From an optimization exercise on the open Yosys and OpenROAD flow, aimed at small area; shortcuts taken in it are not production practice. The RTL was checked by simulation tests, not by an equivalence proof against the original design. The flow treats the clock pin as an ideal source, which a real chip does not have. Power and IR drop assume default switching activity.

File: design.v
module ksum(
    input  logic [11:0] a,
    input  logic [7:0] w0,
    input  logic [1:0] d0,
    input  logic [7:0] w1,
    input  logic [1:0] d1,
    input  logic [7:0] w2,
    input  logic [1:0] d2,
    input  logic [7:0] w3,
    input  logic [1:0] d3,
    input  logic [7:0] w4,
    input  logic [1:0] d4,
    input  logic [7:0] w5,
    input  logic [1:0] d5,
    input  logic [7:0] w6,
    input  logic [1:0] d6,
    input  logic [7:0] w7,
    input  logic [1:0] d7,
    input  logic [7:0] w8,
    input  logic [1:0] d8,
    output logic [13:0] s);
    wire pp1;
    assign pp1 = w1[0] & d1[0];
    wire pp2;
    assign pp2 = w1[0] & d1[1];
    wire pp3;
    assign pp3 = w1[1] & d1[0];
    wire pp4;
    assign pp4 = w1[1] & d1[1];
    wire pp5;
    assign pp5 = w1[2] & d1[0];
    wire pp6;
    assign pp6 = w1[2] & d1[1];
    wire pp7;
    assign pp7 = w1[3] & d1[0];
    wire pp8;
    assign pp8 = w1[3] & d1[1];
    wire pp9;
    assign pp9 = w1[4] & d1[0];
    wire pp10;
    assign pp10 = w1[4] & d1[1];
    wire pp11;
    assign pp11 = w1[5] & d1[0];
    wire pp12;
    assign pp12 = w1[5] & d1[1];
    wire pp13;
    assign pp13 = w1[6] & d1[0];
    wire pp14;
    assign pp14 = w1[6] & d1[1];
    wire pp15;
    assign pp15 = w1[7] & d1[0];
    wire pp16;
    assign pp16 = w1[7] & d1[1];
    wire pp17;
    assign pp17 = w2[0] & d2[0];
    wire pp18;
    assign pp18 = w2[0] & d2[1];
    wire pp19;
    assign pp19 = w2[1] & d2[0];
    wire pp20;
    assign pp20 = w2[1] & d2[1];
    wire pp21;
    assign pp21 = w2[2] & d2[0];
    wire pp22;
    assign pp22 = w2[2] & d2[1];
    wire pp23;
    assign pp23 = w2[3] & d2[0];
    wire pp24;
    assign pp24 = w2[3] & d2[1];
    wire pp25;
    assign pp25 = w2[4] & d2[0];
    wire pp26;
    assign pp26 = w2[4] & d2[1];
    wire pp27;
    assign pp27 = w2[5] & d2[0];
    wire pp28;
    assign pp28 = w2[5] & d2[1];
    wire pp29;
    assign pp29 = w2[6] & d2[0];
    wire pp30;
    assign pp30 = w2[6] & d2[1];
    wire pp31;
    assign pp31 = w2[7] & d2[0];
    wire pp32;
    assign pp32 = w2[7] & d2[1];
    wire pp33;
    assign pp33 = w4[0] & d4[0];
    wire pp34;
    assign pp34 = w4[0] & d4[1];
    wire pp35;
    assign pp35 = w4[1] & d4[0];
    wire pp36;
    assign pp36 = w4[1] & d4[1];
    wire pp37;
    assign pp37 = w4[2] & d4[0];
    wire pp38;
    assign pp38 = w4[2] & d4[1];
    wire pp39;
    assign pp39 = w4[3] & d4[0];
    wire pp40;
    assign pp40 = w4[3] & d4[1];
    wire pp41;
    assign pp41 = w4[4] & d4[0];
    wire pp42;
    assign pp42 = w4[4] & d4[1];
    wire pp43;
    assign pp43 = w4[5] & d4[0];
    wire pp44;
    assign pp44 = w4[5] & d4[1];
    wire pp45;
    assign pp45 = w4[6] & d4[0];
    wire pp46;
    assign pp46 = w4[6] & d4[1];
    wire pp47;
    assign pp47 = w4[7] & d4[0];
    wire pp48;
    assign pp48 = w4[7] & d4[1];
    wire pp49;
    assign pp49 = w5[0] & d5[0];
    wire pp50;
    assign pp50 = w5[0] & d5[1];
    wire pp51;
    assign pp51 = w5[1] & d5[0];
    wire pp52;
    assign pp52 = w5[1] & d5[1];
    wire pp53;
    assign pp53 = w5[2] & d5[0];
    wire pp54;
    assign pp54 = w5[2] & d5[1];
    wire pp55;
    assign pp55 = w5[3] & d5[0];
    wire pp56;
    assign pp56 = w5[3] & d5[1];
    wire pp57;
    assign pp57 = w5[4] & d5[0];
    wire pp58;
    assign pp58 = w5[4] & d5[1];
    wire pp59;
    assign pp59 = w5[5] & d5[0];
    wire pp60;
    assign pp60 = w5[5] & d5[1];
    wire pp61;
    assign pp61 = w5[6] & d5[0];
    wire pp62;
    assign pp62 = w5[6] & d5[1];
    wire pp63;
    assign pp63 = w5[7] & d5[0];
    wire pp64;
    assign pp64 = w5[7] & d5[1];
    wire pp65;
    assign pp65 = w7[0] & d7[0];
    wire pp66;
    assign pp66 = w7[0] & d7[1];
    wire pp67;
    assign pp67 = w7[1] & d7[0];
    wire pp68;
    assign pp68 = w7[1] & d7[1];
    wire pp69;
    assign pp69 = w7[2] & d7[0];
    wire pp70;
    assign pp70 = w7[2] & d7[1];
    wire pp71;
    assign pp71 = w7[3] & d7[0];
    wire pp72;
    assign pp72 = w7[3] & d7[1];
    wire pp73;
    assign pp73 = w7[4] & d7[0];
    wire pp74;
    assign pp74 = w7[4] & d7[1];
    wire pp75;
    assign pp75 = w7[5] & d7[0];
    wire pp76;
    assign pp76 = w7[5] & d7[1];
    wire pp77;
    assign pp77 = w7[6] & d7[0];
    wire pp78;
    assign pp78 = w7[6] & d7[1];
    wire pp79;
    assign pp79 = w7[7] & d7[0];
    wire pp80;
    assign pp80 = w7[7] & d7[1];
    wire pp81;
    assign pp81 = w8[0] & d8[0];
    wire pp82;
    assign pp82 = w8[0] & d8[1];
    wire pp83;
    assign pp83 = w8[1] & d8[0];
    wire pp84;
    assign pp84 = w8[1] & d8[1];
    wire pp85;
    assign pp85 = w8[2] & d8[0];
    wire pp86;
    assign pp86 = w8[2] & d8[1];
    wire pp87;
    assign pp87 = w8[3] & d8[0];
    wire pp88;
    assign pp88 = w8[3] & d8[1];
    wire pp89;
    assign pp89 = w8[4] & d8[0];
    wire pp90;
    assign pp90 = w8[4] & d8[1];
    wire pp91;
    assign pp91 = w8[5] & d8[0];
    wire pp92;
    assign pp92 = w8[5] & d8[1];
    wire pp93;
    assign pp93 = w8[6] & d8[0];
    wire pp94;
    assign pp94 = w8[6] & d8[1];
    wire pp95;
    assign pp95 = w8[7] & d8[0];
    wire pp96;
    assign pp96 = w8[7] & d8[1];
    wire pp97;
    assign pp97 = w0[0] & d0[0];
    wire pp98;
    assign pp98 = w0[0] & d0[1];
    wire pp99;
    assign pp99 = w0[1] & d0[0];
    wire pp100;
    assign pp100 = w0[1] & d0[1];
    wire pp101;
    assign pp101 = w0[2] & d0[0];
    wire pp102;
    assign pp102 = w0[2] & d0[1];
    wire pp103;
    assign pp103 = w0[3] & d0[0];
    wire pp104;
    assign pp104 = w0[3] & d0[1];
    wire pp105;
    assign pp105 = w0[4] & d0[0];
    wire pp106;
    assign pp106 = w0[4] & d0[1];
    wire pp107;
    assign pp107 = w0[5] & d0[0];
    wire pp108;
    assign pp108 = w0[5] & d0[1];
    wire pp109;
    assign pp109 = w0[6] & d0[0];
    wire pp110;
    assign pp110 = w0[6] & d0[1];
    wire pp111;
    assign pp111 = w0[7] & d0[0];
    wire pp112;
    assign pp112 = w0[7] & d0[1];
    wire pp113;
    assign pp113 = w3[0] & d3[0];
    wire pp114;
    assign pp114 = w3[0] & d3[1];
    wire pp115;
    assign pp115 = w3[1] & d3[0];
    wire pp116;
    assign pp116 = w3[1] & d3[1];
    wire pp117;
    assign pp117 = w3[2] & d3[0];
    wire pp118;
    assign pp118 = w3[2] & d3[1];
    wire pp119;
    assign pp119 = w3[3] & d3[0];
    wire pp120;
    assign pp120 = w3[3] & d3[1];
    wire pp121;
    assign pp121 = w3[4] & d3[0];
    wire pp122;
    assign pp122 = w3[4] & d3[1];
    wire pp123;
    assign pp123 = w3[5] & d3[0];
    wire pp124;
    assign pp124 = w3[5] & d3[1];
    wire pp125;
    assign pp125 = w3[6] & d3[0];
    wire pp126;
    assign pp126 = w3[6] & d3[1];
    wire pp127;
    assign pp127 = w3[7] & d3[0];
    wire pp128;
    assign pp128 = w3[7] & d3[1];
    wire pp129;
    assign pp129 = w6[0] & d6[0];
    wire pp130;
    assign pp130 = w6[0] & d6[1];
    wire pp131;
    assign pp131 = w6[1] & d6[0];
    wire pp132;
    assign pp132 = w6[1] & d6[1];
    wire pp133;
    assign pp133 = w6[2] & d6[0];
    wire pp134;
    assign pp134 = w6[2] & d6[1];
    wire pp135;
    assign pp135 = w6[3] & d6[0];
    wire pp136;
    assign pp136 = w6[3] & d6[1];
    wire pp137;
    assign pp137 = w6[4] & d6[0];
    wire pp138;
    assign pp138 = w6[4] & d6[1];
    wire pp139;
    assign pp139 = w6[5] & d6[0];
    wire pp140;
    assign pp140 = w6[5] & d6[1];
    wire pp141;
    assign pp141 = w6[6] & d6[0];
    wire pp142;
    assign pp142 = w6[6] & d6[1];
    wire pp143;
    assign pp143 = w6[7] & d6[0];
    wire pp144;
    assign pp144 = w6[7] & d6[1];
    wire s145;
    wire c146;
    assign s145 = a[1] ^ pp2 ^ pp3;
    assign c146 = (a[1] & pp2) | (pp3 & (a[1] ^ pp2));
    wire s147;
    wire c148;
    assign s147 = pp18 ^ pp19 ^ pp34;
    assign c148 = (pp18 & pp19) | (pp34 & (pp18 ^ pp19));
    wire s149;
    wire c150;
    assign s149 = pp35 ^ pp50 ^ pp51;
    assign c150 = (pp35 & pp50) | (pp51 & (pp35 ^ pp50));
    wire s151;
    wire c152;
    assign s151 = a[2] ^ pp4 ^ pp5;
    assign c152 = (a[2] & pp4) | (pp5 & (a[2] ^ pp4));
    wire s153;
    wire c154;
    assign s153 = pp20 ^ pp21 ^ pp36;
    assign c154 = (pp20 & pp21) | (pp36 & (pp20 ^ pp21));
    wire s155;
    wire c156;
    assign s155 = pp37 ^ pp52 ^ pp53;
    assign c156 = (pp37 & pp52) | (pp53 & (pp37 ^ pp52));
    wire s157;
    wire c158;
    assign s157 = pp68 ^ pp69 ^ pp84;
    assign c158 = (pp68 & pp69) | (pp84 & (pp68 ^ pp69));
    wire s159;
    wire c160;
    assign s159 = pp85 ^ pp100;
    assign c160 = pp85 & pp100;
    wire s161;
    wire c162;
    assign s161 = a[3] ^ pp6 ^ pp7;
    assign c162 = (a[3] & pp6) | (pp7 & (a[3] ^ pp6));
    wire s163;
    wire c164;
    assign s163 = pp22 ^ pp23 ^ pp38;
    assign c164 = (pp22 & pp23) | (pp38 & (pp22 ^ pp23));
    wire s165;
    wire c166;
    assign s165 = pp39 ^ pp54 ^ pp55;
    assign c166 = (pp39 & pp54) | (pp55 & (pp39 ^ pp54));
    wire s167;
    wire c168;
    assign s167 = pp70 ^ pp71 ^ pp86;
    assign c168 = (pp70 & pp71) | (pp86 & (pp70 ^ pp71));
    wire s169;
    wire c170;
    assign s169 = pp87 ^ pp102 ^ pp103;
    assign c170 = (pp87 & pp102) | (pp103 & (pp87 ^ pp102));
    wire s171;
    wire c172;
    assign s171 = pp118 ^ pp119;
    assign c172 = pp118 & pp119;
    wire s173;
    wire c174;
    assign s173 = a[4] ^ pp8 ^ pp9;
    assign c174 = (a[4] & pp8) | (pp9 & (a[4] ^ pp8));
    wire s175;
    wire c176;
    assign s175 = pp24 ^ pp25 ^ pp40;
    assign c176 = (pp24 & pp25) | (pp40 & (pp24 ^ pp25));
    wire s177;
    wire c178;
    assign s177 = pp41 ^ pp56 ^ pp57;
    assign c178 = (pp41 & pp56) | (pp57 & (pp41 ^ pp56));
    wire s179;
    wire c180;
    assign s179 = pp72 ^ pp73 ^ pp88;
    assign c180 = (pp72 & pp73) | (pp88 & (pp72 ^ pp73));
    wire s181;
    wire c182;
    assign s181 = pp89 ^ pp104 ^ pp105;
    assign c182 = (pp89 & pp104) | (pp105 & (pp89 ^ pp104));
    wire s183;
    wire c184;
    assign s183 = pp120 ^ pp121 ^ pp136;
    assign c184 = (pp120 & pp121) | (pp136 & (pp120 ^ pp121));
    wire s185;
    wire c186;
    assign s185 = a[5] ^ pp10 ^ pp11;
    assign c186 = (a[5] & pp10) | (pp11 & (a[5] ^ pp10));
    wire s187;
    wire c188;
    assign s187 = pp26 ^ pp27 ^ pp42;
    assign c188 = (pp26 & pp27) | (pp42 & (pp26 ^ pp27));
    wire s189;
    wire c190;
    assign s189 = pp43 ^ pp58 ^ pp59;
    assign c190 = (pp43 & pp58) | (pp59 & (pp43 ^ pp58));
    wire s191;
    wire c192;
    assign s191 = pp74 ^ pp75 ^ pp90;
    assign c192 = (pp74 & pp75) | (pp90 & (pp74 ^ pp75));
    wire s193;
    wire c194;
    assign s193 = pp91 ^ pp106 ^ pp107;
    assign c194 = (pp91 & pp106) | (pp107 & (pp91 ^ pp106));
    wire s195;
    wire c196;
    assign s195 = pp122 ^ pp123 ^ pp138;
    assign c196 = (pp122 & pp123) | (pp138 & (pp122 ^ pp123));
    wire s197;
    wire c198;
    assign s197 = a[6] ^ pp12 ^ pp13;
    assign c198 = (a[6] & pp12) | (pp13 & (a[6] ^ pp12));
    wire s199;
    wire c200;
    assign s199 = pp28 ^ pp29 ^ pp44;
    assign c200 = (pp28 & pp29) | (pp44 & (pp28 ^ pp29));
    wire s201;
    wire c202;
    assign s201 = pp45 ^ pp60 ^ pp61;
    assign c202 = (pp45 & pp60) | (pp61 & (pp45 ^ pp60));
    wire s203;
    wire c204;
    assign s203 = pp76 ^ pp77 ^ pp92;
    assign c204 = (pp76 & pp77) | (pp92 & (pp76 ^ pp77));
    wire s205;
    wire c206;
    assign s205 = pp93 ^ pp108 ^ pp109;
    assign c206 = (pp93 & pp108) | (pp109 & (pp93 ^ pp108));
    wire s207;
    wire c208;
    assign s207 = pp124 ^ pp125 ^ pp140;
    assign c208 = (pp124 & pp125) | (pp140 & (pp124 ^ pp125));
    wire s209;
    wire c210;
    assign s209 = a[7] ^ pp14 ^ pp15;
    assign c210 = (a[7] & pp14) | (pp15 & (a[7] ^ pp14));
    wire s211;
    wire c212;
    assign s211 = pp30 ^ pp31 ^ pp46;
    assign c212 = (pp30 & pp31) | (pp46 & (pp30 ^ pp31));
    wire s213;
    wire c214;
    assign s213 = pp47 ^ pp62 ^ pp63;
    assign c214 = (pp47 & pp62) | (pp63 & (pp47 ^ pp62));
    wire s215;
    wire c216;
    assign s215 = pp78 ^ pp79 ^ pp94;
    assign c216 = (pp78 & pp79) | (pp94 & (pp78 ^ pp79));
    wire s217;
    wire c218;
    assign s217 = pp95 ^ pp110 ^ pp111;
    assign c218 = (pp95 & pp110) | (pp111 & (pp95 ^ pp110));
    wire s219;
    wire c220;
    assign s219 = pp126 ^ pp127 ^ pp142;
    assign c220 = (pp126 & pp127) | (pp142 & (pp126 ^ pp127));
    wire s221;
    wire c222;
    assign s221 = a[8] ^ pp16 ^ pp32;
    assign c222 = (a[8] & pp16) | (pp32 & (a[8] ^ pp16));
    wire s223;
    wire c224;
    assign s223 = pp48 ^ pp64;
    assign c224 = pp48 & pp64;
    wire s225;
    wire c226;
    assign s225 = a[0] ^ pp1;
    assign c226 = a[0] & pp1;
    wire s227;
    wire c228;
    assign s227 = pp66 ^ pp67 ^ pp82;
    assign c228 = (pp66 & pp67) | (pp82 & (pp66 ^ pp67));
    wire s229;
    wire c230;
    assign s229 = pp83 ^ pp98 ^ pp99;
    assign c230 = (pp83 & pp98) | (pp99 & (pp83 ^ pp98));
    wire s231;
    wire c232;
    assign s231 = pp114 ^ pp115;
    assign c232 = pp114 & pp115;
    wire s233;
    wire c234;
    assign s233 = pp101 ^ pp116 ^ pp117;
    assign c234 = (pp101 & pp116) | (pp117 & (pp101 ^ pp116));
    wire s235;
    wire c236;
    assign s235 = pp132 ^ pp133 ^ s151;
    assign c236 = (pp132 & pp133) | (s151 & (pp132 ^ pp133));
    wire s237;
    wire c238;
    assign s237 = s153 ^ s155 ^ s157;
    assign c238 = (s153 & s155) | (s157 & (s153 ^ s155));
    wire s239;
    wire c240;
    assign s239 = s159 ^ c146;
    assign c240 = s159 & c146;
    wire s241;
    wire c242;
    assign s241 = pp134 ^ pp135 ^ s161;
    assign c242 = (pp134 & pp135) | (s161 & (pp134 ^ pp135));
    wire s243;
    wire c244;
    assign s243 = s163 ^ s165 ^ s167;
    assign c244 = (s163 & s165) | (s167 & (s163 ^ s165));
    wire s245;
    wire c246;
    assign s245 = s169 ^ s171 ^ c152;
    assign c246 = (s169 & s171) | (c152 & (s169 ^ s171));
    wire s247;
    wire c248;
    assign s247 = c154 ^ c156 ^ c158;
    assign c248 = (c154 & c156) | (c158 & (c154 ^ c156));
    wire s249;
    wire c250;
    assign s249 = pp137 ^ s173 ^ s175;
    assign c250 = (pp137 & s173) | (s175 & (pp137 ^ s173));
    wire s251;
    wire c252;
    assign s251 = s177 ^ s179 ^ s181;
    assign c252 = (s177 & s179) | (s181 & (s177 ^ s179));
    wire s253;
    wire c254;
    assign s253 = s183 ^ c162 ^ c164;
    assign c254 = (s183 & c162) | (c164 & (s183 ^ c162));
    wire s255;
    wire c256;
    assign s255 = c166 ^ c168 ^ c170;
    assign c256 = (c166 & c168) | (c170 & (c166 ^ c168));
    wire s257;
    wire c258;
    assign s257 = pp139 ^ s185 ^ s187;
    assign c258 = (pp139 & s185) | (s187 & (pp139 ^ s185));
    wire s259;
    wire c260;
    assign s259 = s189 ^ s191 ^ s193;
    assign c260 = (s189 & s191) | (s193 & (s189 ^ s191));
    wire s261;
    wire c262;
    assign s261 = s195 ^ c174 ^ c176;
    assign c262 = (s195 & c174) | (c176 & (s195 ^ c174));
    wire s263;
    wire c264;
    assign s263 = c178 ^ c180 ^ c182;
    assign c264 = (c178 & c180) | (c182 & (c178 ^ c180));
    wire s265;
    wire c266;
    assign s265 = pp141 ^ s197 ^ s199;
    assign c266 = (pp141 & s197) | (s199 & (pp141 ^ s197));
    wire s267;
    wire c268;
    assign s267 = s201 ^ s203 ^ s205;
    assign c268 = (s201 & s203) | (s205 & (s201 ^ s203));
    wire s269;
    wire c270;
    assign s269 = s207 ^ c186 ^ c188;
    assign c270 = (s207 & c186) | (c188 & (s207 ^ c186));
    wire s271;
    wire c272;
    assign s271 = c190 ^ c192 ^ c194;
    assign c272 = (c190 & c192) | (c194 & (c190 ^ c192));
    wire s273;
    wire c274;
    assign s273 = pp143 ^ s209 ^ s211;
    assign c274 = (pp143 & s209) | (s211 & (pp143 ^ s209));
    wire s275;
    wire c276;
    assign s275 = s213 ^ s215 ^ s217;
    assign c276 = (s213 & s215) | (s217 & (s213 ^ s215));
    wire s277;
    wire c278;
    assign s277 = s219 ^ c198 ^ c200;
    assign c278 = (s219 & c198) | (c200 & (s219 ^ c198));
    wire s279;
    wire c280;
    assign s279 = c202 ^ c204 ^ c206;
    assign c280 = (c202 & c204) | (c206 & (c202 ^ c204));
    wire s281;
    wire c282;
    assign s281 = pp80 ^ pp96 ^ pp112;
    assign c282 = (pp80 & pp96) | (pp112 & (pp80 ^ pp96));
    wire s283;
    wire c284;
    assign s283 = pp128 ^ pp144 ^ s221;
    assign c284 = (pp128 & pp144) | (s221 & (pp128 ^ pp144));
    wire s285;
    wire c286;
    assign s285 = s223 ^ c210 ^ c212;
    assign c286 = (s223 & c210) | (c212 & (s223 ^ c210));
    wire s287;
    wire c288;
    assign s287 = c214 ^ c216 ^ c218;
    assign c288 = (c214 & c216) | (c218 & (c214 ^ c216));
    wire s289;
    wire c290;
    assign s289 = pp17 ^ pp33 ^ pp49;
    assign c290 = (pp17 & pp33) | (pp49 & (pp17 ^ pp33));
    wire s291;
    wire c292;
    assign s291 = pp65 ^ pp81;
    assign c292 = pp65 & pp81;
    wire s293;
    wire c294;
    assign s293 = pp130 ^ pp131 ^ s145;
    assign c294 = (pp130 & pp131) | (s145 & (pp130 ^ pp131));
    wire s295;
    wire c296;
    assign s295 = s147 ^ s149 ^ s227;
    assign c296 = (s147 & s149) | (s227 & (s147 ^ s149));
    wire s297;
    wire c298;
    assign s297 = s229 ^ s231;
    assign c298 = s229 & s231;
    wire s299;
    wire c300;
    assign s299 = c148 ^ c150 ^ s233;
    assign c300 = (c148 & c150) | (s233 & (c148 ^ c150));
    wire s301;
    wire c302;
    assign s301 = s235 ^ s237 ^ s239;
    assign c302 = (s235 & s237) | (s239 & (s235 ^ s237));
    wire s303;
    wire c304;
    assign s303 = c228 ^ c230 ^ c232;
    assign c304 = (c228 & c230) | (c232 & (c228 ^ c230));
    wire s305;
    wire c306;
    assign s305 = c160 ^ s241 ^ s243;
    assign c306 = (c160 & s241) | (s243 & (c160 ^ s241));
    wire s307;
    wire c308;
    assign s307 = s245 ^ s247 ^ c234;
    assign c308 = (s245 & s247) | (c234 & (s245 ^ s247));
    wire s309;
    wire c310;
    assign s309 = c236 ^ c238 ^ c240;
    assign c310 = (c236 & c238) | (c240 & (c236 ^ c238));
    wire s311;
    wire c312;
    assign s311 = c172 ^ s249 ^ s251;
    assign c312 = (c172 & s249) | (s251 & (c172 ^ s249));
    wire s313;
    wire c314;
    assign s313 = s253 ^ s255 ^ c242;
    assign c314 = (s253 & s255) | (c242 & (s253 ^ s255));
    wire s315;
    wire c316;
    assign s315 = c244 ^ c246 ^ c248;
    assign c316 = (c244 & c246) | (c248 & (c244 ^ c246));
    wire s317;
    wire c318;
    assign s317 = c184 ^ s257 ^ s259;
    assign c318 = (c184 & s257) | (s259 & (c184 ^ s257));
    wire s319;
    wire c320;
    assign s319 = s261 ^ s263 ^ c250;
    assign c320 = (s261 & s263) | (c250 & (s261 ^ s263));
    wire s321;
    wire c322;
    assign s321 = c252 ^ c254 ^ c256;
    assign c322 = (c252 & c254) | (c256 & (c252 ^ c254));
    wire s323;
    wire c324;
    assign s323 = c196 ^ s265 ^ s267;
    assign c324 = (c196 & s265) | (s267 & (c196 ^ s265));
    wire s325;
    wire c326;
    assign s325 = s269 ^ s271 ^ c258;
    assign c326 = (s269 & s271) | (c258 & (s269 ^ s271));
    wire s327;
    wire c328;
    assign s327 = c260 ^ c262 ^ c264;
    assign c328 = (c260 & c262) | (c264 & (c260 ^ c262));
    wire s329;
    wire c330;
    assign s329 = c208 ^ s273 ^ s275;
    assign c330 = (c208 & s273) | (s275 & (c208 ^ s273));
    wire s331;
    wire c332;
    assign s331 = s277 ^ s279 ^ c266;
    assign c332 = (s277 & s279) | (c266 & (s277 ^ s279));
    wire s333;
    wire c334;
    assign s333 = c268 ^ c270 ^ c272;
    assign c334 = (c268 & c270) | (c272 & (c268 ^ c270));
    wire s335;
    wire c336;
    assign s335 = c220 ^ s281 ^ s283;
    assign c336 = (c220 & s281) | (s283 & (c220 ^ s281));
    wire s337;
    wire c338;
    assign s337 = s285 ^ s287 ^ c274;
    assign c338 = (s285 & s287) | (c274 & (s285 ^ s287));
    wire s339;
    wire c340;
    assign s339 = c276 ^ c278 ^ c280;
    assign c340 = (c276 & c278) | (c280 & (c276 ^ c278));
    wire s341;
    wire c342;
    assign s341 = a[9] ^ c222 ^ c224;
    assign c342 = (a[9] & c222) | (c224 & (a[9] ^ c222));
    wire s343;
    wire c344;
    assign s343 = c282 ^ c284 ^ c286;
    assign c344 = (c282 & c284) | (c286 & (c282 ^ c284));
    wire s345;
    wire c346;
    assign s345 = pp97 ^ pp113 ^ pp129;
    assign c346 = (pp97 & pp113) | (pp129 & (pp97 ^ pp113));
    wire s347;
    wire c348;
    assign s347 = c226 ^ s293 ^ s295;
    assign c348 = (c226 & s293) | (s295 & (c226 ^ s293));
    wire s349;
    wire c350;
    assign s349 = s297 ^ c290;
    assign c350 = s297 & c290;
    wire s351;
    wire c352;
    assign s351 = s299 ^ s301 ^ s303;
    assign c352 = (s299 & s301) | (s303 & (s299 ^ s301));
    wire s353;
    wire c354;
    assign s353 = c294 ^ c296 ^ c298;
    assign c354 = (c294 & c296) | (c298 & (c294 ^ c296));
    wire s355;
    wire c356;
    assign s355 = s305 ^ s307 ^ s309;
    assign c356 = (s305 & s307) | (s309 & (s305 ^ s307));
    wire s357;
    wire c358;
    assign s357 = c300 ^ c302 ^ c304;
    assign c358 = (c300 & c302) | (c304 & (c300 ^ c302));
    wire s359;
    wire c360;
    assign s359 = s311 ^ s313 ^ s315;
    assign c360 = (s311 & s313) | (s315 & (s311 ^ s313));
    wire s361;
    wire c362;
    assign s361 = c306 ^ c308 ^ c310;
    assign c362 = (c306 & c308) | (c310 & (c306 ^ c308));
    wire s363;
    wire c364;
    assign s363 = s317 ^ s319 ^ s321;
    assign c364 = (s317 & s319) | (s321 & (s317 ^ s319));
    wire s365;
    wire c366;
    assign s365 = c312 ^ c314 ^ c316;
    assign c366 = (c312 & c314) | (c316 & (c312 ^ c314));
    wire s367;
    wire c368;
    assign s367 = s323 ^ s325 ^ s327;
    assign c368 = (s323 & s325) | (s327 & (s323 ^ s325));
    wire s369;
    wire c370;
    assign s369 = c318 ^ c320 ^ c322;
    assign c370 = (c318 & c320) | (c322 & (c318 ^ c320));
    wire s371;
    wire c372;
    assign s371 = s329 ^ s331 ^ s333;
    assign c372 = (s329 & s331) | (s333 & (s329 ^ s331));
    wire s373;
    wire c374;
    assign s373 = c324 ^ c326 ^ c328;
    assign c374 = (c324 & c326) | (c328 & (c324 ^ c326));
    wire s375;
    wire c376;
    assign s375 = s335 ^ s337 ^ s339;
    assign c376 = (s335 & s337) | (s339 & (s335 ^ s337));
    wire s377;
    wire c378;
    assign s377 = c330 ^ c332 ^ c334;
    assign c378 = (c330 & c332) | (c334 & (c330 ^ c332));
    wire s379;
    wire c380;
    assign s379 = c288 ^ s341 ^ s343;
    assign c380 = (c288 & s341) | (s343 & (c288 ^ s341));
    wire s381;
    wire c382;
    assign s381 = c336 ^ c338 ^ c340;
    assign c382 = (c336 & c338) | (c340 & (c336 ^ c338));
    wire s383;
    wire c384;
    assign s383 = a[10] ^ c342;
    assign c384 = a[10] & c342;
    wire s385;
    wire c386;
    assign s385 = s225 ^ s289;
    assign c386 = s225 & s289;
    wire s387;
    wire c388;
    assign s387 = c292 ^ s347 ^ s349;
    assign c388 = (c292 & s347) | (s349 & (c292 ^ s347));
    wire s389;
    wire c390;
    assign s389 = s351 ^ s353 ^ c348;
    assign c390 = (s351 & s353) | (c348 & (s351 ^ s353));
    wire s391;
    wire c392;
    assign s391 = s355 ^ s357 ^ c352;
    assign c392 = (s355 & s357) | (c352 & (s355 ^ s357));
    wire s393;
    wire c394;
    assign s393 = s359 ^ s361 ^ c356;
    assign c394 = (s359 & s361) | (c356 & (s359 ^ s361));
    wire s395;
    wire c396;
    assign s395 = s363 ^ s365 ^ c360;
    assign c396 = (s363 & s365) | (c360 & (s363 ^ s365));
    wire s397;
    wire c398;
    assign s397 = s367 ^ s369 ^ c364;
    assign c398 = (s367 & s369) | (c364 & (s367 ^ s369));
    wire s399;
    wire c400;
    assign s399 = s371 ^ s373 ^ c368;
    assign c400 = (s371 & s373) | (c368 & (s371 ^ s373));
    wire s401;
    wire c402;
    assign s401 = s375 ^ s377 ^ c372;
    assign c402 = (s375 & s377) | (c372 & (s375 ^ s377));
    wire s403;
    wire c404;
    assign s403 = s379 ^ s381 ^ c376;
    assign c404 = (s379 & s381) | (c376 & (s379 ^ s381));
    wire s405;
    wire c406;
    assign s405 = c344 ^ s383 ^ c380;
    assign c406 = (c344 & s383) | (c380 & (c344 ^ s383));
    wire s407;
    wire c408;
    assign s407 = s291 ^ s345;
    assign c408 = s291 & s345;
    wire s409;
    wire c410;
    assign s409 = c346 ^ s387 ^ c386;
    assign c410 = (c346 & s387) | (c386 & (c346 ^ s387));
    wire s411;
    wire c412;
    assign s411 = c350 ^ s389 ^ c388;
    assign c412 = (c350 & s389) | (c388 & (c350 ^ s389));
    wire s413;
    wire c414;
    assign s413 = c354 ^ s391 ^ c390;
    assign c414 = (c354 & s391) | (c390 & (c354 ^ s391));
    wire s415;
    wire c416;
    assign s415 = c358 ^ s393 ^ c392;
    assign c416 = (c358 & s393) | (c392 & (c358 ^ s393));
    wire s417;
    wire c418;
    assign s417 = c362 ^ s395 ^ c394;
    assign c418 = (c362 & s395) | (c394 & (c362 ^ s395));
    wire s419;
    wire c420;
    assign s419 = c366 ^ s397 ^ c396;
    assign c420 = (c366 & s397) | (c396 & (c366 ^ s397));
    wire s421;
    wire c422;
    assign s421 = c370 ^ s399 ^ c398;
    assign c422 = (c370 & s399) | (c398 & (c370 ^ s399));
    wire s423;
    wire c424;
    assign s423 = c374 ^ s401 ^ c400;
    assign c424 = (c374 & s401) | (c400 & (c374 ^ s401));
    wire s425;
    wire c426;
    assign s425 = c378 ^ s403 ^ c402;
    assign c426 = (c378 & s403) | (c402 & (c378 ^ s403));
    wire s427;
    wire c428;
    assign s427 = c382 ^ s405 ^ c404;
    assign c428 = (c382 & s405) | (c404 & (c382 ^ s405));
    wire s429;
    wire c430;
    assign s429 = a[11] ^ c384 ^ c406;
    assign c430 = (a[11] & c384) | (c406 & (a[11] ^ c384));
    wire s431;
    wire c432;
    assign s431 = s385 ^ s407;
    assign c432 = s385 & s407;
    wire s433;
    wire c434;
    assign s433 = s409 ^ c408 ^ c432;
    assign c434 = (s409 & c408) | (c432 & (s409 ^ c408));
    wire s435;
    wire c436;
    assign s435 = s411 ^ c410 ^ c434;
    assign c436 = (s411 & c410) | (c434 & (s411 ^ c410));
    wire s437;
    wire c438;
    assign s437 = s413 ^ c412 ^ c436;
    assign c438 = (s413 & c412) | (c436 & (s413 ^ c412));
    wire s439;
    wire c440;
    assign s439 = s415 ^ c414 ^ c438;
    assign c440 = (s415 & c414) | (c438 & (s415 ^ c414));
    wire s441;
    wire c442;
    assign s441 = s417 ^ c416 ^ c440;
    assign c442 = (s417 & c416) | (c440 & (s417 ^ c416));
    wire s443;
    wire c444;
    assign s443 = s419 ^ c418 ^ c442;
    assign c444 = (s419 & c418) | (c442 & (s419 ^ c418));
    wire s445;
    wire c446;
    assign s445 = s421 ^ c420 ^ c444;
    assign c446 = (s421 & c420) | (c444 & (s421 ^ c420));
    wire s447;
    wire c448;
    assign s447 = s423 ^ c422 ^ c446;
    assign c448 = (s423 & c422) | (c446 & (s423 ^ c422));
    wire s449;
    wire c450;
    assign s449 = s425 ^ c424 ^ c448;
    assign c450 = (s425 & c424) | (c448 & (s425 ^ c424));
    wire s451;
    wire c452;
    assign s451 = s427 ^ c426 ^ c450;
    assign c452 = (s427 & c426) | (c450 & (s427 ^ c426));
    wire s453;
    wire c454;
    assign s453 = s429 ^ c428 ^ c452;
    assign c454 = (s429 & c428) | (c452 & (s429 ^ c428));
    wire s455;
    wire c456;
    assign s455 = c430 ^ c454;
    assign c456 = c430 & c454;
    assign s = {c456, s455, s453, s451, s449, s447, s445, s443, s441, s439, s437, s435, s433, s431};
endmodule
module apb_convolver(
    input  logic                      HCLK,
    input  logic                      HRESETn,
    input  logic               [11:0] PADDR,
    input  logic               [31:0] PWDATA,
    input  logic                      PWRITE,
    input  logic                      PSEL,
    input  logic                      PENABLE,
    output logic               [31:0] PRDATA,
    output logic                      PREADY,
    output logic                      PSLVERR,
    output logic               [3:0]  irq_o,
    output logic                      mem_wen_n,
    output logic               [10:0] mem_addr,
    output logic               [31:0] mem_wdata,
    input  logic               [31:0] mem_rdata
    );
    logic [2:0] rel_addr;
    assign rel_addr = PADDR[4:2];
    assign PREADY  = 1'b1;
    assign PSLVERR = 1'b0;
    assign irq_o   = 4'b0;
    logic wensel, shift, setup_in, display, clc, addr_increment;
    assign wensel         = PWRITE & PENABLE & PSEL;
    assign shift          = wensel & (rel_addr == 3'd3);
    assign setup_in       = PSEL & ~PENABLE & PWRITE & (rel_addr == 3'd3);
    assign display        = wensel & (rel_addr == 3'd4) &  PWDATA[0];
    assign clc            = wensel & (rel_addr == 3'd4) & ~PWDATA[0];
    assign addr_increment = ~PWRITE & PENABLE & PSEL & rel_addr[2];
    logic [31:0] qw1, qw2, qw3, q_inp, h1, h2, q_out;
    logic        q_0, q_1, q_2, q_3, q_4, pa;
    always_ff @(posedge HCLK, negedge HRESETn)
        if (~HRESETn) begin
            q_out <= '0;
            q_0 <= 1'b0; q_1 <= 1'b0; q_2 <= 1'b0; q_3 <= 1'b0; q_4 <= 1'b0; pa <= 1'b0;
        end else begin
            if (q_4) q_out <= mem_rdata;
            q_0 <= shift;
            q_1 <= q_0;
            q_2 <= q_1 && (counter >= 5'd3) && (counter <= 5'd28);
            q_3 <= rel_addr[2];
            q_4 <= q_3;
            pa  <= setup_in;
        end
    always_comb begin
        case (rel_addr)
            3'd0: PRDATA = qw1;
            3'd1: PRDATA = qw2;
            3'd2: PRDATA = qw3;
            3'd3: PRDATA = q_inp;
            3'd5: PRDATA = q_out;
            default: PRDATA = 32'b0;
        endcase
    end
    logic [31:0] wdata;
    assign wdata = PWDATA & {32{HRESETn}};
    always_ff @(posedge HCLK) begin
        if (~HRESETn || (wensel && rel_addr == 3'd0)) qw1 <= wdata;
        if (~HRESETn || (wensel && rel_addr == 3'd1)) qw2 <= wdata;
        if (~HRESETn || (wensel && rel_addr == 3'd2)) qw3 <= wdata;
        if (~HRESETn || shift)                        q_inp <= wdata;
    end
    always_ff @(posedge HCLK)
        if (shift) begin
            h1 <= q_inp;
            h2 <= h1;
        end
    localparam logic [1:0] RESET = 2'd0, CALC = 2'd1, DISPLAY = 2'd2;
    logic [1:0]  state, next_state;
    logic [10:0] address, next_address;
    logic [4:0]  counter, next_counter;
    logic        WRITEn;
    always_ff @(posedge HCLK, negedge HRESETn)
        if (~HRESETn) begin
            state   <= RESET;
            address <= '0;
            counter <= '0;
        end else begin
            state   <= next_state;
            address <= next_address;
            counter <= next_counter;
        end
    always_comb begin
        WRITEn       = 1'b1;
        next_address = address;
        next_counter = counter;
        next_state   = state;
        case (state)
            RESET: begin
                WRITEn = 1'b0;
                next_address = address + 1'b1;
                if (address == 11'd338) begin
                    next_state   = CALC;
                    next_address = '0;
                end
            end
            CALC: begin
                WRITEn = ~q_2;
                if (q_2)
                    next_address = address + 1'b1;
                else if (shift)
                    next_counter = (counter == 5'd28) ? 5'd1 : counter + 1'b1;
                else if (display) begin
                    next_address = '0;
                    next_state   = DISPLAY;
                    next_counter = '0;
                end
            end
            DISPLAY: begin
                if (addr_increment)
                    next_address = address + 1'b1;
                else if (clc) begin
                    next_address = '0;
                    next_state   = CALC;
                end
            end
            default: ;
        endcase
    end
    assign mem_wen_n = WRITEn;
    assign mem_addr  = address;
    logic [1:0] sel;
    assign sel = {q_0 | q_1, pa | q_1};
    logic [1:0] dC [4], dB [4], dA [4];    
    always_comb
        for (int k = 0; k < 4; k++) begin
            case (sel)
                2'd0: begin dC[k] = PWDATA[8*k+0 +: 2]; dB[k] = q_inp[8*k+0 +: 2]; dA[k] = h1[8*k+0 +: 2]; end
                2'd1: begin dC[k] = PWDATA[8*k+2 +: 2]; dB[k] = q_inp[8*k+2 +: 2]; dA[k] = h1[8*k+2 +: 2]; end
                2'd2: begin dC[k] = q_inp[8*k+4 +: 2];  dB[k] = h1[8*k+4 +: 2];    dA[k] = h2[8*k+4 +: 2]; end
                default: begin dC[k] = q_inp[8*k+6 +: 2]; dB[k] = h1[8*k+6 +: 2];  dA[k] = h2[8*k+6 +: 2]; end
            endcase
        end
    logic [13:0] acc_up, acc_lo, nx_up, nx_lo;
    logic [1:0]  sv_up, sv_lo;
    logic [11:0] fb_up, fb_lo;
    assign fb_up = (sel == 2'd0) ? 12'd0 : acc_up[13:2];
    assign fb_lo = (sel == 2'd0) ? 12'd0 : acc_lo[13:2];
    ksum k_up (.a(fb_up), .s(nx_up),
        .w0(qw1[7:0]), .d0(dC[3]), .w1(qw1[15:8]), .d1(dB[3]), .w2(qw1[23:16]), .d2(dA[3]),
        .w3(qw2[7:0]), .d3(dC[2]), .w4(qw2[15:8]), .d4(dB[2]), .w5(qw2[23:16]), .d5(dA[2]),
        .w6(qw3[7:0]), .d6(dC[1]), .w7(qw3[15:8]), .d7(dB[1]), .w8(qw3[23:16]), .d8(dA[1]));
    ksum k_lo (.a(fb_lo), .s(nx_lo),
        .w0(qw1[7:0]), .d0(dC[2]), .w1(qw1[15:8]), .d1(dB[2]), .w2(qw1[23:16]), .d2(dA[2]),
        .w3(qw2[7:0]), .d3(dC[1]), .w4(qw2[15:8]), .d4(dB[1]), .w5(qw2[23:16]), .d5(dA[1]),
        .w6(qw3[7:0]), .d6(dC[0]), .w7(qw3[15:8]), .d7(dB[0]), .w8(qw3[23:16]), .d8(dA[0]));
    always_ff @(posedge HCLK, negedge HRESETn)
        if (~HRESETn) begin
            acc_up <= '0; acc_lo <= '0; sv_up <= '0; sv_lo <= '0;
        end else begin
            acc_up <= nx_up;
            acc_lo <= nx_lo;
            sv_up  <= acc_up[1:0];
            sv_lo  <= acc_lo[1:0];
        end
    assign mem_wdata = {acc_up, sv_up, acc_lo, sv_lo};
endmodule
File: flow/run.sh
#!/bin/bash
# Own layout flow, built on the standard ORFS flow (standard.sh):
#  1. the standard synthesis, unchanged (standard.sh synth);
#  2. flow/polarity.py rewrites the synthesised netlist's inverters: full adders are
#     self-dual and many gates have a complementary cell, so it picks their polarities to
#     need fewer inverters (registers and the logic function are unchanged);
#  3. the standard floorplan and placement, with port buffers of sky130_fd_sc_hd__buf_1
#     (instead of clkdlybuf4s50_1);
#  5. the rest of the standard flow.
# Each tool's full output goes to a log file of its own in the work folder (flow_*.log);
# ORFS's per-step logs are under orfs/logs/.
set -euo pipefail
RES=orfs/results/${FLOW_PLATFORM}/apb_convolver/base
LIB=${FLOW_HOME}/platforms/${FLOW_PLATFORM}/lib/sky130_fd_sc_hd__tt_025C_1v80.lib
BP="BUFFER_PORTS_ARGS=-buffer_cell sky130_fd_sc_hd__buf_1"

# synthesis: the standard synthesis script, with only its ABC mapping script replaced
# by flow/abc.script (area-oriented mapping); registers are mapped before ABC runs, so they
# are the standard synthesis's registers.
sed "s#log_cmd abc {\*}\$abc_args#lset abc_args [expr {[lsearch \$abc_args -script] + 1}] $PWD/flow/abc.script\n  log_cmd abc {*}\$abc_args#" \
  ${FLOW_HOME}/scripts/synth.tcl > synth_own.tcl
sed "s#source \$::env(SCRIPTS_DIR)/synth.tcl#source $PWD/synth_own.tcl#" synth_recipe.tcl > synth_recipe_own.tcl
bash standard.sh "SYNTH_SCRIPT=$PWD/synth_recipe_own.tcl" synth > flow_synth.log 2>&1
cp ${RES}/1_2_yosys.v ${RES}/1_2_yosys.standard.v
python3 flow/polarity.py ${RES}/1_2_yosys.standard.v ${RES}/1_2_yosys.pol.v ${LIB} > flow_polarity.log 2>&1
cp ${RES}/1_2_yosys.pol.v ${RES}/1_2_yosys.v
rm -f ${RES}/1_synth.odb ${RES}/1_synth.sdc

bash standard.sh "$BP" place > flow_place.log 2>&1

BASE="-sink_clustering_enable -repair_clock_nets -dont_use_dummy_load"
TRIALS=(
  "-buf_list sky130_fd_sc_hd__clkbuf_4 -sink_clustering_size 8 -sink_clustering_max_diameter 80"
  "-buf_list sky130_fd_sc_hd__clkbuf_4 -sink_clustering_size 10 -sink_clustering_max_diameter 60"
  "-buf_list sky130_fd_sc_hd__clkbuf_4 -sink_clustering_size 8 -sink_clustering_max_diameter 60"
  "-buf_list sky130_fd_sc_hd__clkbuf_8 -sink_clustering_size 14 -sink_clustering_max_diameter 60"
  "-buf_list sky130_fd_sc_hd__clkbuf_4 -sink_clustering_size 10 -sink_clustering_max_diameter 35"
  "-buf_list sky130_fd_sc_hd__clkbuf_8 -sink_clustering_size 10 -sink_clustering_max_diameter 60"
)
best_args="$BASE -buf_list sky130_fd_sc_hd__clkbuf_4"
best_area=1e9
: > flow_cts_trials.log
for i in "${!TRIALS[@]}"; do
  args="$BASE ${TRIALS[$i]}"
  line=$(CTS_TRY_ARGS="$args" CTS_TRY_ODB=${RES}/3_place.odb CTS_TRY_SDC=${RES}/3_place.sdc \
         openroad -no_init -exit flow/cts_trial.tcl 2>&1 | tee -a flow_cts_trials.log | grep CTS_TRIAL || true)
  echo "trial $i: $args -> $line" >> flow_cts_trials.log
  area=$(echo "$line" | awk '{print $3}'); slew=$(echo "$line" | awk '{print $5}')
  if [[ -n "$area" && -n "$slew" ]] && awk -v s="$slew" -v a="$area" -v b="$best_area" 'BEGIN{exit !(s < 0.112 && a < b)}'; then
    best_area=$area; best_args="$args"
  fi
done
echo "chosen: $best_args (clock cells $best_area um2)" >> flow_cts_trials.log

bash standard.sh "$BP" "CTS_ARGS=$best_args" finish > flow_layout.log 2>&1
File: flow/abc.script
strash
dch -f
amap
topo
File: flow/cts_trial.tcl
# Trial clock tree on the placed design: prints the clock cells' area and the largest
# slew at a register clock pin. Reads CTS_TRY_ARGS, CTS_TRY_ODB, CTS_TRY_SDC from the environment.
set P $::env(FLOW_HOME)/platforms/$::env(FLOW_PLATFORM)
read_lef $P/lef/sky130_fd_sc_hd.tlef
read_lef $P/lef/sky130_fd_sc_hd_merged.lef
read_liberty $P/lib/sky130_fd_sc_hd__tt_025C_1v80.lib
read_db $::env(CTS_TRY_ODB)
read_sdc $::env(CTS_TRY_SDC)
source $P/setRC.tcl
clock_tree_synthesis {*}$::env(CTS_TRY_ARGS)
set_propagated_clock [all_clocks]
estimate_parasitics -placement
set a 0
foreach inst [get_cells *] {
  set m [get_property $inst ref_name]
  if {[string match "*clkbuf*" $m] || [string match "*clkinv*" $m]} {
    set a [expr {$a + [get_property [get_lib_cells */$m] area]}]
  }
}
set mx 0
foreach pin [get_pins -hierarchical */CLK] {
  set s [get_property $pin slew_max]
  if {$s > $mx} { set mx $s }
}
puts "CTS_TRIAL area $a slew $mx"
File: flow/polarity.py
#!/usr/bin/env python3
"""Inverter-polarity optimisation of a flat sky130hd gate netlist written by Yosys.

Two kinds of cell may change the polarity of what they drive:
  - a full adder (fa) is self-dual, FA(~a,~b,~c) = (~sum, ~cout), so it may be
    "flipped": fed the complements of its inputs it drives the complements of
    its outputs;
  - a simple gate may be swapped for its complementary cell (nand2 <-> and2,
    xnor2 <-> xor2, a21oi <-> a21o, mux2i <-> mux2, ...), which has the same
    inputs and drives the complement of the output.
All of the netlist's inverters (except any that drive an output port) are
removed, a polarity is chosen for every such cell by simulated annealing to
minimise (inverter area + swapped-cell area change), and one inverter is put
back for every signal whose complement is still needed. The function of every
output and register input is unchanged; registers are untouched.

usage: polarity2.py IN.v OUT.v [LIBERTY]
"""
import re, sys, random, math
from collections import defaultdict

P = "sky130_fd_sc_hd__"
INV = P + "inv_1"
LIB = sys.argv[3] if len(sys.argv) > 3 else \
    "/OpenROAD-flow-scripts/flow/platforms/sky130hd/lib/sky130_fd_sc_hd__tt_025C_1v80.lib"
PAIRS = [("nand2_1", "Y", "and2_1", "X"), ("nand2_1", "Y", "and2_0", "X"),
         ("nor2_1", "Y", "or2_1", "X"), ("nor2_1", "Y", "or2_0", "X"),
         ("nand3_1", "Y", "and3_1", "X"), ("nor3_1", "Y", "or3_1", "X"),
         ("nand4_1", "Y", "and4_1", "X"), ("nor4_1", "Y", "or4_1", "X"),
         ("xnor2_1", "Y", "xor2_1", "X"),
         ("a21oi_1", "Y", "a21o_1", "X"), ("o21ai_0", "Y", "o21a_1", "X"),
         ("o21ai_1", "Y", "o21a_1", "X"),
         ("a22oi_1", "Y", "a22o_1", "X"), ("o22ai_1", "Y", "o22a_1", "X"),
         ("a211oi_1", "Y", "a211o_1", "X"), ("o211ai_1", "Y", "o211a_1", "X"),
         ("a31oi_1", "Y", "a31o_1", "X"), ("o31ai_1", "Y", "o31a_1", "X"),
         ("a2bb2oi_1", "Y", "a2bb2o_1", "X"), ("o2bb2ai_1", "Y", "o2bb2a_1", "X"),
         ("a21boi_0", "Y", "a21bo_1", "X"), ("o21bai_1", "Y", "o21ba_1", "X"),
         ("mux2i_1", "Y", "mux2_1", "X")]
SWAP = {}
for a, pa, b, pb in PAIRS:
    SWAP.setdefault(P + a, (P + b, pa, pb))
    SWAP.setdefault(P + b, (P + a, pb, pa))
AREA = {}
_n = None
for l in open(LIB):
    mm = re.match(r'\s*cell\s*\(\s*"?(\w+)"?\s*\)', l)
    if mm:
        _n = mm.group(1)
    mm = re.match(r'\s*area\s*:\s*([\d.]+)', l)
    if mm and _n:
        AREA[_n] = float(mm.group(1)); _n = None
INV_AREA = AREA[INV]

src = open(sys.argv[1]).read()
m = re.search(r"^module\s+(\w+)\s*\((.*?)\);", src, re.S | re.M)
head_end = m.end()
endm = src.rindex("endmodule")
body = src[head_end:endm]
inst_re = re.compile(r"^\s*(sky130_fd_sc_hd__\w+)\s+(\S+)\s*\((.*?)\);\s*$", re.S | re.M)
pin_re = re.compile(r"\.(\w+)\(\s*(.*?)\s*\)\s*(?:,|$)", re.S)
cells = []
for im in inst_re.finditer(body):
    cells.append([im.group(1), im.group(2), [(p, n.strip()) for p, n in pin_re.findall(im.group(3))]])
first_inst = inst_re.search(body).start()
decls = body[:first_inst]
assert inst_re.sub("", body[first_inst:]).strip() == ""
port_dir = {}
for d, rng, names in re.findall(r"^\s*(input|output|inout)\s+(\[[^\]]*\])?\s*([^;]+);", decls, re.M):
    for n in names.split(","):
        port_dir[n.strip()] = d
def port_kind(net):
    return port_dir.get(net.split("[")[0].strip())

OUTPINS = {"X", "Y", "Q", "Q_N", "SUM", "COUT", "HI", "LO", "GCLK"}
def is_const(n):
    return n == "" or n.startswith("1'b") or n.startswith("'")

inv_of = {}
n_inv = 0
for c in cells:
    if c[0].startswith(P + "inv_") or c[0].startswith(P + "clkinv_"):
        n_inv += 1
        pins = dict(c[2])
        if port_kind(pins["Y"]) != "output":
            inv_of[pins["Y"]] = pins["A"]
def root(net):
    par = 0
    while net in inv_of:
        net = inv_of[net]; par ^= 1
    return net, par
def removed(c):
    return (c[0].startswith(P + "inv_") or c[0].startswith(P + "clkinv_")) and dict(c[2])["Y"] in inv_of

# nodes: fa cells (flip inputs and outputs) and swappable gates (flip output)
is_fa = {}
node_out = {}      # cell idx -> list of output nets
drv_node = {}      # net -> cell idx whose polarity sets it
swap_gain = {}     # cell idx -> area change when flipped
for i, c in enumerate(cells):
    typ = c[0]
    if typ.startswith(P + "fa_"):
        outs = [n for p, n in c[2] if p in ("SUM", "COUT")]
        if any(port_kind(n) == "output" for n in outs):
            continue
        is_fa[i] = True
        node_out[i] = outs
        swap_gain[i] = 0.0
    elif typ in SWAP:
        outs = [n for p, n in c[2] if p in OUTPINS]
        if len(outs) != 1 or port_kind(outs[0]) == "output":
            continue
        is_fa[i] = False
        node_out[i] = outs
        swap_gain[i] = AREA[SWAP[typ][0]] - AREA[typ]
    else:
        continue
    for n in node_out[i]:
        drv_node[n] = i
nodes = list(node_out)

uses = defaultdict(list)    # root -> [(cell idx, parity)]
in_roots = defaultdict(set)
for i, c in enumerate(cells):
    if removed(c):
        continue
    for p, n in c[2]:
        if p in OUTPINS or is_const(n):
            continue
        r, par = root(n)
        uses[r].append((i, par))
        if is_fa.get(i):
            in_roots[i].add(r)
flip = defaultdict(int)
def need(r):
    ph = flip[drv_node[r]] if r in drv_node else 0
    for i, par in uses[r]:
        if par ^ (flip[i] if is_fa.get(i) else 0) ^ ph:
            return 1
    return 0
touch = {i: set(node_out[i]) | in_roots[i] for i in nodes}
def local(i):
    return sum(need(r) for r in touch[i]) * INV_AREA + (swap_gain[i] if flip[i] else 0.0)
cost = sum(need(r) for r in uses) * INV_AREA
start = cost
random.seed(1)
best = cost; best_flip = dict(flip)
T = 2.0
steps = 200 * len(nodes)
for s in range(steps):
    T = 2.0 * (1 - s / steps) + 0.01
    i = random.choice(nodes)
    c0 = local(i)
    flip[i] ^= 1
    d = local(i) - c0
    if d <= 0 or random.random() < math.exp(-d / T):
        cost += d
        if cost < best - 1e-9:
            best = cost; best_flip = dict(flip)
    else:
        flip[i] ^= 1
flip = defaultdict(int, best_flip)
improved = True
while improved:
    improved = False
    for i in nodes:
        c0 = local(i); flip[i] ^= 1
        if local(i) < c0 - 1e-9:
            improved = True
        else:
            flip[i] ^= 1
ninv = sum(need(r) for r in uses)
dswap = sum(swap_gain[i] for i in nodes if flip[i])
sys.stderr.write(f"polarity: {n_inv} inverters in, {ninv} out; {sum(1 for i in nodes if flip[i] and is_fa[i])} fa flipped, "
                 f"{sum(1 for i in nodes if flip[i] and not is_fa[i])} gates swapped (area {dswap:+.1f}); "
                 f"net area change {(ninv - n_inv) * INV_AREA + dswap:+.1f} um2\n")

newdecl, inv_net = [], {}
def comp_net(r):
    if r not in inv_net:
        nn = f"_pol{len(inv_net) + 1}_"
        inv_net[r] = nn
        newdecl.append(f"  wire {nn};\n")
    return inv_net[r]
out_cells = []
for i, c in enumerate(cells):
    if removed(c):
        continue
    typ, name, pl = c
    if flip[i] and not is_fa.get(i, True):
        newtyp, oldpin, newpin = SWAP[typ]
        typ = newtyp
        pl = [(newpin if p == oldpin else p, n) for p, n in pl]
    npl = []
    for p, n in pl:
        if p in OUTPINS or is_const(n):
            npl.append((p, n)); continue
        r, par = root(n)
        ph = flip[drv_node[r]] if r in drv_node else 0
        q = par ^ (flip[i] if is_fa.get(i) else 0) ^ ph
        npl.append((p, comp_net(r) if q else r))
    out_cells.append((typ, name, npl))
for k, (r, nn) in enumerate(inv_net.items()):
    ph = flip[drv_node[r]] if r in drv_node else 0
    out_cells.append((INV, f"_polinv{k + 1}_", [("A", r), ("Y", nn)]))
def esc(n):
    return n + " " if n.startswith("\\") else n
def fmt(c):
    typ, name, pl = c
    return f"  {typ} {esc(name)} (\n" + ",\n".join(f"    .{p}({esc(n)})" for p, n in pl) + "\n  );\n"
open(sys.argv[2], "w").write(src[:head_end] + decls + "".join(newdecl) + "".join(fmt(c) for c in out_cells) + src[endm:])
File: standard.sh
#!/bin/bash
# synth_recipe.tcl (not shown) runs the flow's synth.tcl, then flattens the netlist and writes it again
# the make line also repeats each setting of config.mk as NAME=value (left out here)
make -C /OpenROAD-flow-scripts/flow DESIGN_CONFIG=/design/flow/config.mk WORK_HOME=/design/flow/orfs CLKGATE_MAP_FILE= SYNTH_SCRIPT=/design/flow/synth_recipe.tcl "${@:-finish}"
File: config.mk
export PLATFORM = sky130hd
export DESIGN_NAME = apb_convolver
export DESIGN_NICKNAME = apb_convolver
export VERILOG_FILES = /design/flow/design.v
export SDC_FILE = /design/flow/constraint.sdc
export NUM_CORES = 4
export LEC_CHECK = 0
export ABC_AREA = 1
export CAP_MARGIN = 20
export CORE_MARGIN = 2
export CORE_UTILIZATION = 40
export SLEW_MARGIN = 20
File: constraint.sdc
create_clock -name core_clock -period 10.0 [get_ports {HCLK}]
set_input_delay 2.0000 -clock core_clock [delete_from_list [all_inputs] [get_ports {HCLK}]]
set_output_delay 2.0000 -clock core_clock [all_outputs]
set_load 0.01 [all_outputs]
==> results_dict.tcl, run 1 <==
set metrics [dict create \
    wl_um 53500 \
    required_ps 10650 \
    die_h_um 214 \
    grt_max_degree 65 \
    endpoint_kind "flip-flop" \
    min_path_cells 0 \
    clk_pin_slew_ps 90 \
    wl_per_cell_um 23.4 \
    total_power_w 0.00592 \
    hold_viol 0 \
    reg2reg_to "acc_up[12]" \
    io_buffers 147 \
    die-width_um 214 \
    cp_max_fo 7 \
    status "timing/DRC/antenna clean" \
    fp.dieArea_um2 45800 \
    combPwrFrac_pct 64.8 \
    dp.final_hpwl_um 41300 \
    cts.sinks 264 \
    hold_path.class "reg2reg" \
    cts_setup_buffers 0 \
    synthesis.instances 1447 \
    drt_first_iter_violations 1068 \
    p_int_w 0.00338 \
    crit_arrival_ps 10300 \
    cts_made_buffers 42 \
    drv_cap 0 \
    antenna_found_initial 2 \
    first_global_vias 13212 \
    min_to "sv_up[0]" \
    tightest_slew_ps 1090 \
    clk_latency_ps 780 \
    fin_skew_ps 73.5 \
    power.leakage_nw 8.52 \
    coreArea_um2 43400 \
    max_freq_mhz 104 \
    place_congestion 0.888 \
    seq_power_share_pct 25.5 \
    cellPowerDensity_nw_per_um2 299 \
    core.rowCount 76 \
    rsz0062_at_grt "false" \
    grt_usage_pct 24.2 \
    syn_area_um2 17700 \
    cts_tree "yes" \
    critical_path_class "reg2reg" \
    syn_to_final_growth_pct 12.3 \
    p_sw_w 0.00254 \
    slew_headroom_pct 26.4 \
    drive_above_1_share_pct 7.13 \
    vias 12295 \
    mostFrequentLayoutCell "nor2_1" \
    ant_nets 0 \
    drc_errors 0 \
    syn_avg_cell_area_um2 12.2 \
    reg2regPathDepth 24 \
    io_pins 163 \
    p_sw_share_pct 42.9 \
    start_util_pct 40.7 \
    r2r_slack_ps 350 \
    r2r-start "q_1" \
    finalCriticalPeriod_ps 9650 \
    min_from "acc_up[0]" \
    peakVddDrop_mv 0.334 \
    grt_pass1_wl_um 82500 \
    slew_viol_final 0 \
    critPathLaunchType "flip-flop" \
    drt-vias-per-instance 5.38 \
    layout_common_cells "nor2_1 (351), fa_1 (284), edfxtp_1 (176)" \
    yosysWarnings 7 \
    fin_crit_sh_pct 96.5 \
    final_nets 2101 \
    setup_viol 0 \
    p_clk_share_pct 9.7 \
    fillCellCount 4100 \
    utilization_pct 45.7 \
    dr.pass1.iters 6 \
    grt_remaining_overflow 0 \
]
per-stage QoR:
stage	hold slack [ps]	instance area, um2	setup slack, ps	std cells	setup TNS [ps]
CTS	359	19800	228	2283	0
floorplan	331	17700	113	1451	0
global route	359	19800	42.2	2286	0
detailed placement	342	19500	-39.2	2241	-72.5
global placement	333	19500	18.7	2241	0
finish	358	19800	347	2286	0
final cells by class:
cell class	count	area (um2)	share of cell area (%)
Antenna cell	3	7.51	0.0379
Clock buffer	42	315	1.59
Inverter	175	658	3.32
Multi-Input combinational cell	1006	9570	48.3
Sequential cell	264	7490	37.8
Tap cell	585	732	3.69
Timing Repair Buffer	211	1060	5.35
critical path, cell delays in order, from the launching register on:
cell      delay, ps
dfrtp_1         390
or2_0           370
nor2_4          140
buf_4           200
a222oi_1        360
nand2_1          90
o21ai_1         330
nor2_1          130
fa_1            570
fa_1            470
fa_1            520
fa_1            510
fa_1            580
fa_1            450
fa_1            440
fa_1            400
fa_1            430
fa_1            420
fa_1            430
fa_1            420
fa_1            450
fa_1            400
fa_1            380
fa_1            370
ha_1            280
power groups by stage:
stage                     logic, W  registers (W)  clock network (W)
after floorplan            0.00275        0.00154                  0
after global placement     0.00385        0.00153                  0
after detailed placement   0.00394        0.00153                  0
after CTS                  0.00398        0.00151           0.000595
after global routing       0.00451        0.00153           0.000632
final                      0.00384        0.00151           0.000576
metal layers:
metal	vias up	wire, um	GRT usage (%)
li1	5329	-	-
met1	6379	22200	32.9
met2	510	25700	39.5
met3	77	4110	4.94
met4	0	1540	6.94
met5	-	0	0
state kept, by name, summed over array words and instances, names as in the netlist, 14 cells and up:
signal	flops
acc_lo	14
qw3	32
q_out	32
qw1	32
acc_up	14
qw2	32
h1	32
q_inp	32
h2	16
how the worst max path moves through the flow:
stage,startpoint,to,slack [ps],cells past startpoint
final,q_1,acc_up[12],350,24
after global routing,q_1,acc_lo[12],40,24
after CTS,q_1,acc_lo[12],230,23
after detailed placement,PWDATA[19],acc_lo[12],-40,24
after global placement,PWDATA[27],acc_up[12],20,22
after floorplan,q_1,acc_lo[12],110,21
what timing repair did:
item | CTS | global route
hold buffers | 0 | 0
endpoints found under the setup margin | 0 | 1
endpoints found under the hold margin | 0 | 0
resized for setup | 0 | 1
==> run 2: changes to the inputs <==
==> flow/abc.script (replaced) <==
strash
ifraig
dch -f
amap -m
topo
--- a/config.mk
+++ b/config.mk
@@ -9,4 +9,4 @@
 export CAP_MARGIN = 20
 export CORE_MARGIN = 2
-export CORE_UTILIZATION = 40
+export CORE_UTILIZATION = 60
 export SLEW_MARGIN = 20
==> results_dict.tcl, run 2 <==
set metrics [dict create \
    design_area_um2 19300 \
    dp.final_hpwl_um 35700 \
    slew_headroom_pct 39.9 \
    crit_arrival_ps 10110 \
    drive_above_1_share_pct 6.85 \
    endpoint_kind "flip-flop" \
    hold_path.class "reg2reg" \
    start_util_pct 60.9 \
    grt_usage_pct 33.8 \
    power.leakage_nw 8.21 \
    antenna_found_initial 2 \
    total_power_w 0.00564 \
    cellPowerDensity_nw_per_um2 293 \
    p_sw_w 0.00236 \
    drc_errors 0 \
    critPathLaunchType "flip-flop" \
    hold-worst-slack_ps 364 \
    tightest_slew_ps 901 \
    p_clk_share_pct 9.6 \
    setup_viol 0 \
    synthesis.instances 1321 \
    cts_resized 0 \
    crit_buf_inv 1 \
    slew_viol_final 0 \
    fin_skew_ps 90.2 \
    coreArea_um2 28600 \
    peakVddDrop_mv 0.365 \
    instances_no_fill 1947 \
    syn_avg_cell_area_um2 13.2 \
    dr.pass1.iters 7 \
    io_pins 163 \
    syn_to_final_growth_pct 10.7 \
    slowest_delay_ps 620 \
    io_buffers 147 \
    ant_nets 0 \
    wl_per_cell_um 24.9 \
    drt_first_iter_violations 1355 \
    utilization_pct 67.4 \
    slowest_stage "a21oi_1" \
    fin_crit_sh_pct 95.9 \
    seq_power_share_pct 26.1 \
    die-width_um 174 \
    combPwrFrac_pct 64.2 \
    crit_top_cell "fa_1" \
    cts_hold_buf 0 \
    grt_pass1_wl_um 75300 \
    finalCriticalPeriod_ps 9590 \
    max_freq_mhz 104 \
    die_h_um 174 \
    status "timing/DRC/antenna clean" \
    final_nets 1965 \
    placedInstanceArea_um2 19000 \
    p_int_w 0.00328 \
    yosysWarnings 7 \
    grt_max_degree 54 \
    critical_path_class "reg2reg" \
    fillCellCount 2220 \
    syn_area_um2 17400 \
    clk_pin_slew_ps 90 \
    crit_family "adder cells" \
    hold_viol 0 \
    dp.cells 1906 \
    mostFrequentLayoutCell "nor2_1" \
    first_global_vias 12923 \
    fp.dieArea_um2 30400 \
    rsz0062_at_grt "false" \
    drt-vias-per-instance 6.20 \
    p_sw_share_pct 41.9 \
    required_ps 10520 \
    cts_made_buffers 40 \
    wl_um 48500 \
    vias 12066 \
    cp_max_fo 24 \
    layout_common_cells "nor2_1 (329), fa_1 (284), edfxtp_1 (176)" \
    cp_cell_sequence "nor3b_2, buf_12, a222oi_1, nor2_1, a21oi_1, nor2_1, fa_1, fa_1, fa_1, fa_1, fa_1, fa_1, fa_1, fa_1, fa_1, fa_1, fa_1, fa_1, fa_1, fa_1, fa_1, fa_1, ha_1" \
    cts.sinks 264 \
    core.rowCount 62 \
    cts_setup_buffers 0 \
    grt_remaining_overflow 0 \
    drv_cap 0 \
    place_congestion 0.931 \
    cts_tree "yes" \
    clk_latency_ps 680 \
]
==> run 2: cell types whose count changed in the layout (fill, tap and decap cells not counted), moves of 10 or more <==
cell,change
buf_4,-11
a211oi_1,-10
nand2_1,-23
nor2_1,-22
o21ai_0,-45
inv_1,-55
o22ai_1,-30
a221oi_1,-31
a222oi_1,+40
o22a_1,+34
o221ai_1,+32
==> run 2: stage by stage <==
stage / worst slack [ps] / setup TNS, ps
after floorplan: 19.1 / 0
after global placement: -47.3 / -67.7
after global routing: 133 / 0
after CTS: 380 / 0
after detailed placement: -122 / -226
final: 407 / 0
==> run 2: cell type report <==
cell class                 instances  area, um2  share of cell area, %
multi-input combinational        935       9530                   49.4
sequential                       264       7490                   38.8
timing repair buffer             203       1040                   5.38
tap                              384        480                   2.49
inverter                         120        450                   2.33
clock buffer                      40        300                   1.56
antenna                            1       2.50                 0.0130
==> run 2: final timing paths <==
path                         start          to  slack [ps]  cells after the start
setup / recovery                pa  acc_up[12]         410                     23
hold / removal                 q_3         q_4         360                      0
setup reg to reg                pa  acc_up[12]         410                     23
hold reg to reg                q_3         q_4         360                      0
max in group asynchronous  HRESETn    sv_up[1]        7410                      2
min in group asynchronous  HRESETn    state[0]        1350                      1
==> run 2: power by group through the flow <==
stage                     Sequential (W)  Combinational [W]  Clock, W
after global placement           0.00149            0.00367         0
after global routing             0.00149            0.00420  0.000598
after detailed placement         0.00150            0.00370         0
final                            0.00147            0.00363  0.000544
after floorplan                  0.00151            0.00254         0
after CTS                        0.00147            0.00377  0.000555
==> run 2: routing by layer <==
| metal | routed length (um) | vias to the layer above | track usage [%] |
|---|---|---|---|
| met4 | 2570 | 2 | 15.8 |
| met2 | 23000 | 723 | 54.1 |
| met1 | 18100 | 6143 | 45.6 |
| met3 | 4840 | 130 | 6.21 |
| met5 | 5 | - | 0 |
| li1 | - | 5068 | - |

## afterwards: timing with drivers on the ports
The results above use ideal ports. As a check the final layouts listed here were re-extracted and re-timed, cells and wires unchanged. Step 1 sets driving cells, clkbuf_16 on the clock port and buf_2 on the other inputs (assumed; they add their load-dependent delay and slew). Step 2 also shifts input and output timing later by t, the mid clock arrival at the registers, as if the neighbouring blocks saw the same clock. Slacks: ideal ports / drivers / drivers and shift; pairs: ideal ports / drivers.
run | shift t [ns] | slack for setup (ns) | worst setup path after step 2
run 1 | 0.783 | 0.347 / 0.347 / 0.007 | input to register
run 2 | 0.684 | 0.407 / 0.407 / -0.084 | input to register
With both steps, setup timing fails in run 2, where it was met with ideal ports. The setup slack of run 2, which loses most, moves by 0.000 ns with the drivers and by -0.491 ns with both steps.
